This is an optimization exercise on Yosys and OpenROAD, whose aim is small area, not a production implementation. Only simulation tests tie the RTL to the original design; equivalence was not proved. No activity file was given, so power comes from the tool's default toggle rates.

<file path="config.mk">
export PLATFORM = sky130hd
export DESIGN_NAME = bms_fsm
export DESIGN_NICKNAME = bms_fsm
export VERILOG_FILES = /design/flow/design.v
export SDC_FILE = /design/flow/constraint.sdc
export NUM_CORES = 4
export LEC_CHECK = 0
export CAP_MARGIN = 20
export CORE_MARGIN = 2
export CORE_UTILIZATION = 40
export SLEW_MARGIN = 20
</file>
<file path="constraint.sdc">
create_clock -name core_clock -period 10.0 [get_ports {clk}]
set_input_delay 2.0000 -clock core_clock [delete_from_list [all_inputs] [get_ports {clk}]]
set_output_delay 2.0000 -clock core_clock [all_outputs]
set_load 0.01 [all_outputs]
</file>
<file path="design.v">
module debounce_persist #(
  parameter [15:0] DB_CYCLES   = 16'd1000,    
  parameter [15:0] PERS_CYCLES = 16'd50000,   
  parameter [15:0] RCV_CYCLES  = 16'd5000     
)(
  input  wire clk,
  input  wire rst_n,
  input  wire sig_in,     
  output reg  sig_hi,     
  output reg  sig_pers,   
  output reg  sig_lo      
);
  reg [15:0] cnt_hi;
  reg [15:0] cnt_lo;
  always @(posedge clk or negedge rst_n) begin
    if (!rst_n) begin
      cnt_hi   <= 16'd0;
      cnt_lo   <= 16'd0;
      sig_hi   <= 1'b0;
      sig_pers <= 1'b0;
      sig_lo   <= 1'b0;
    end else begin
      if (sig_in) begin
        if (cnt_hi < PERS_CYCLES) cnt_hi <= cnt_hi + 16'd1;  
        cnt_lo <= 16'd0;
      end else begin
        if (cnt_lo < RCV_CYCLES)  cnt_lo <= cnt_lo + 16'd1;  
        cnt_hi <= 16'd0;
      end
      sig_hi   <= (cnt_hi >= DB_CYCLES);
      sig_pers <= (cnt_hi >= PERS_CYCLES);
      sig_lo   <= (cnt_lo >= RCV_CYCLES);
    end
  end
endmodule
module bms_fsm #(
  parameter integer DB_V   = 1000,
  parameter integer PERS_V = 50000,
  parameter integer RCV_V  = 5000,
  parameter integer DB_T   = 1000,
  parameter integer PERS_T = 50000,
  parameter integer RCV_T  = 5000,
  parameter integer DB_I   = 500,
  parameter integer PERS_I = 10000,
  parameter integer RCV_I  = 2000
)(
  input  wire clk,
  input  wire rst_n,
  input  wire ov_raw, uv_raw, ot_raw, ut_raw, oc_raw,
  input  wire msk_ov, msk_uv, msk_ot, msk_ut, msk_oc,
  input  wire chg_en,           
  input  wire fault_clear_en,   
  output reg  [3:0] state_1hot  
);
  wire ov, uv, ot, ut, oc;
  assign ov = ov_raw & msk_ov;
  assign uv = uv_raw & msk_uv;
  assign ot = ot_raw & msk_ot;
  assign ut = ut_raw & msk_ut;
  assign oc = oc_raw & msk_oc;
  wire ov_hi, ov_pers, ov_lo;
  wire uv_hi, uv_pers, uv_lo;
  wire ot_hi, ot_lo;
  wire ut_hi, ut_pers,  ut_lo;
  wire oc_hi, oc_pers,  oc_lo;
  debounce_persist #(.DB_CYCLES(DB_V), .PERS_CYCLES(PERS_V), .RCV_CYCLES(RCV_V))
  dp_ov (.clk(clk), .rst_n(rst_n), .sig_in(ov), .sig_hi(ov_hi), .sig_pers(ov_pers), .sig_lo(ov_lo));
  debounce_persist #(.DB_CYCLES(DB_V), .PERS_CYCLES(PERS_V), .RCV_CYCLES(RCV_V))
  dp_uv (.clk(clk), .rst_n(rst_n), .sig_in(uv), .sig_hi(uv_hi), .sig_pers(uv_pers), .sig_lo(uv_lo));
  debounce_persist #(.DB_CYCLES(DB_T), .PERS_CYCLES(PERS_T), .RCV_CYCLES(RCV_T))
  dp_ot (.clk(clk), .rst_n(rst_n), .sig_in(ot), .sig_hi(ot_hi), .sig_pers( ), .sig_lo(ot_lo));
  debounce_persist #(.DB_CYCLES(DB_T), .PERS_CYCLES(PERS_T), .RCV_CYCLES(RCV_T))
  dp_ut (.clk(clk), .rst_n(rst_n), .sig_in(ut), .sig_hi(ut_hi), .sig_pers(ut_pers), .sig_lo(ut_lo));
  debounce_persist #(.DB_CYCLES(DB_I), .PERS_CYCLES(PERS_I), .RCV_CYCLES(RCV_I))
  dp_oc (.clk(clk), .rst_n(rst_n), .sig_in(oc), .sig_hi(oc_hi), .sig_pers(oc_pers), .sig_lo(oc_lo));
  reg want_shutdown, want_fault, want_warn, clear_ok;
  always @* begin
    want_shutdown = ot_hi | (ut_hi & chg_en) | ov_hi | oc_hi | uv_pers;
    want_fault    = (ov_pers | uv_pers | oc_pers | (ut_pers & ~chg_en));
    want_warn     = (uv_hi | oc_hi | (ut_hi & ~chg_en));
    clear_ok      = ov_lo & uv_lo & ut_lo & oc_lo;  
  end
  localparam [1:0] S_NORM  = 2'd0;
  localparam [1:0] S_WARN  = 2'd1;
  localparam [1:0] S_FAULT = 2'd2;
  localparam [1:0] S_SHUT  = 2'd3;
  reg [1:0] cur, nxt;
  always @* begin
    nxt = cur;
    case (cur)
      S_SHUT: begin
        nxt = S_SHUT;
      end
      default: begin
        if (want_shutdown)
          nxt = S_SHUT;
        else if (want_fault)
          nxt = S_FAULT;
        else if (want_warn)
          nxt = S_WARN;
        else if (cur == S_WARN) begin
          if (clear_ok) nxt = S_NORM;
        end else if (cur == S_FAULT) begin
          if (fault_clear_en && clear_ok) nxt = S_WARN; 
        end else begin
          nxt = S_NORM;
        end
      end
    endcase
  end
  always @(posedge clk or negedge rst_n) begin
    if (!rst_n) cur <= S_NORM;
    else        cur <= nxt;
  end
  always @* begin
    case (cur)
      S_NORM : state_1hot = 4'b0001;
      S_WARN : state_1hot = 4'b0010;
      S_FAULT: state_1hot = 4'b0100;
      S_SHUT : state_1hot = 4'b1000;
      default: state_1hot = 4'b0001;
    endcase
  end
endmodule
</file>
<file path="run.sh">
#!/bin/bash
# synth_recipe.tcl (not shown) runs the flow's synth.tcl, then flattens the netlist and writes it again
# the make line also repeats each setting of config.mk as NAME=value (left out here)
make -C /OpenROAD-flow-scripts/flow DESIGN_CONFIG=/design/flow/config.mk WORK_HOME=/design/flow/orfs CLKGATE_MAP_FILE= SYNTH_SCRIPT=/design/flow/synth_recipe.tcl finish
</file>
==> run summary <==
EDFF count, synth 0; routed wire length 15,500 um; vias 5,881; unrepaired setup endpoints after global routing no; die height 146 um; Switching Share 22.6%; Hold-fix buffers, CTS 0; largest buffer count on any clock path 2; R2R setup slack 7.81 ns; Top FF cell, synth dfrtp_1; Synth Register Bits 159; area delta synth->final 12.9%; Initial Utilization 41.1%; # diodes 0; Synth warnings 3; combinational share of power 6.7%; Max IR drop VDD 0.107 mV; Setup Crit Path Kind register to output pin; CP endpoint kind output pin; Cell Rows 51; filler cell count 1,900; Chip Width 146 um; crit-path cells nor2b_1 > clkdlybuf4s50_1; Fmax 0.269 GHz; hold crit path type register to register; Worst setup endpoint state_1hot[2]; multiplexer area fraction after synthesis 0.992%; CTS sink cnt 159; Post-Synth Simple-Gate Area 22.3%; cts bufs inserted 17; vias per cell 5.24; commonest cells after routing, fill and taps aside dfrtp_1 (159), nor2_1 (127), xnor2_1 (64); Synth Area in XOR/XNOR 8.79%; most common cell after layout, fill and taps aside dfrtp_1; Setup Skew 0.0119 ns; vias in the first global route 5,745; outcome no timing/DRC/antenna violations; Avg Cell Area, Syn 9.61 um2; GRT Resource Usage Total 15.5%; worst endpoint required time 8.00 ns; CTS tree built; dpl hpwl 10,000 um; Remaining Overflow, GRT 0; largest net degree at the start of global routing 89; initial antenna violation count 0; adder-cell share of the synthesized area 2.79%; Max FO, Critical Path 5; worst-margin pin slew 0.891 ns; async set-reset flop share out of synthesis 100%; io pins 18; syn_nets 872; crit path DAT 1.71 ns; largest family of logic cells by synthesized area simple AND/OR/NAND/NOR gates; H-tree Lvls 4; final hold violations 0; antenna-violating nets left 0; CTS Root Cell clkbuf_16; # Max-Cap Violations 0; # placed instances 1,092; post-CTS setup buffers 0; Iter 0 DRT Violations 381; Worst R2R Start dp_uv.cnt_hi[12]; Crit. Startpoint cur[1]; gpl congestion 0.799; sequential area share after synthesis 49.3%; fin. max-slew vios 0; post-synthesis compound-gate area fraction 12.8%; Distinct cells, synth 58; Pint 1.18 mW; core footprint 0.0197 mm2; worst skew pair latency 0.42 ns; Gate Count Post-Synth 840; DR DRC count 0; average wire per standard cell 13.8 um; DRT Pass-1 Iters 4; die area 0.0213 mm2; clock period minus final worst setup slack 3.71 ns; post-CTS resize count 0; clock group share of total power 47.3%; Port Buffers 17; Pwr Density 168 mW/mm2; Sw Pwr 0.346 mW; slowest stage delay, CP 0.61 ns; multi-input logic area 0.00385 mm2; Worst-path clk slew 0.06 ns; reg2reg end dp_uv.cnt_hi[9]; startpoint types register; setup tns final 0 ns; Final nets 878; Register Area 0.00398 mm2; Lkg Pwr 3.84 nW; fin crit share 37.1%; reg2reg path depth 5; Seq pwr share 45.9%; first-pass GRT wire length 27,600 um; slowest CP cell clkdlybuf4s50_1; layout cells sized above 1 6.07%; Post-Syn Area 0.00807 mm2; final-report setup violation count 0; Rel. slew slack 40.6%; final std cells w/o fill 1,122
final cells by class:
cell class	count	share of cell area (%)
inverters	31	1.28
flip-flops and latches	159	43.6
clock inverters	10	2.31
multi-input cells	619	42.3
well taps	265	3.64
repair buffers	18	1.96
clock buffers	20	4.90
worst min-delay path by stage:
stage	startpoint	end	slack [ns]	cells after the start
3_5_place_dp	dp_oc.cnt_lo[11]	dp_oc.cnt_lo[11]	0.46	1
3_3_place_gp	dp_oc.cnt_lo[11]	dp_oc.cnt_lo[11]	0.46	1
5_1_grt	dp_oc.cnt_lo[11]	dp_oc.cnt_lo[11]	0.50	1
6_report	dp_oc.cnt_lo[11]	dp_oc.cnt_lo[11]	0.48	1
4_1_cts	dp_oc.cnt_lo[11]	dp_oc.cnt_lo[11]	0.48	1
2_1_floorplan	dp_oc.cnt_lo[15]	dp_oc.cnt_lo[15]	0.44	1
logic make-up after synthesis:
logic type,count (synthesis)
multiplexers,8
XOR/XNOR,81
AND/OR/NAND/NOR,361
flip-flops,159
buffers and inverters,62
AO/OA/AOI/OAI,151
adder cells (fa/ha/maj),18
Yosys cell counts (all sizes together) (15+ instances only):
cell type  instances  area share, %
a211oi            17            1.9
nand2             48            2.2
nand3             48            3.0
inv               31            1.4
o21ai             27            1.7
nand4             24            1.9
clkbuf            24            1.1
and3              16            1.3
xor2              17            1.8
a21oi             47            3.0
nor3              19            1.2
nor2             128            6.0
ha                18            2.8
xnor2             64            6.9
and2              30            2.3
dfrtp            159             49
or3               15            1.2
sequential cells by signal, summed over array words and instances, names as in the netlist, 2 cells and up:
signal and cells:
dp_ov.cnt_hi 16, dp_ut.cnt_hi 16, dp_ov.cnt_lo 16, cur 2, dp_ut.cnt_lo 16, dp_oc.cnt_lo 16
dp_oc.cnt_hi 16, dp_uv.cnt_lo 16, dp_ot.cnt_hi 16, dp_uv.cnt_hi 16
power groups by stage:
stage	Combinational (mW)	Clock (mW)	Sequential, mW
floorplan	0.0714	0	0.706
detailed placement	0.105	0	0.714
CTS	0.106	0.744	0.702
finish	0.103	0.724	0.703
global placement	0.102	0	0.713
global route	0.121	0.768	0.708
critical path: cells and delay by family (launching register included):
family                 cells  cell delay (ns)
buffers and inverters      1             0.61
flip-flops                 1             0.40
AND/OR/NAND/NOR            1             0.29
through the flow:
step           util (%)  power (mW)  hold WS, ns  area [um2]  worst slack [ns]
4_1_cts            46.4        1.55        0.482        9110              6.26
5_1_grt            46.4        1.60        0.496        9120              6.20
3_3_place_gp       43.0       0.815        0.462        8460              6.40
2_1_floorplan         -       0.777        0.444        8070              7.11
6_report           46.4        1.53        0.476        9120              6.29
3_5_place_dp       43.0       0.819        0.463        8460              6.39
metal layers:
metal | up-vias | share of wire (%) | global-route usage (%)
met1 | 2851 | 51 | 21.8
li1 | 2967 | - | -
met4 | 0 | 1.5 | 4.22
met3 | 14 | 2.7 | 4.06
met2 | 49 | 45 | 24.0
met5 | - | 0 | 0

-- afterwards: timing with drivers on the ports --
How much do the figures lean on ideal ports? The routed layout below was timed once more, with nothing changed but the port constraints.
Step 1 sets driving cells, clkbuf_16 on the clock port and buf_2 on the other inputs (assumed; they add their load-dependent delay and slew).
Step 2 moves the port delays by t, midway between the first and last clock arrival at a register: inputs arrive t later, outputs are due t later. That takes back most of the time a late clock gives input paths.
Slacks: ideal / step 1 / step 2; pairs: ideal / step 1.
t (ns): 0.458
setup slack, ns: 6.288 / 6.246 / 6.488
hold slack, ns: 0.476 / 0.476 / 0.476
worst register clock-pin slew, ns: 0.07 / 0.07
cell pins on the clock port's net: 1
After both steps this run still meets setup and hold. The setup slack of this run moves by -0.042 ns with the drivers and by +0.200 ns with both steps.
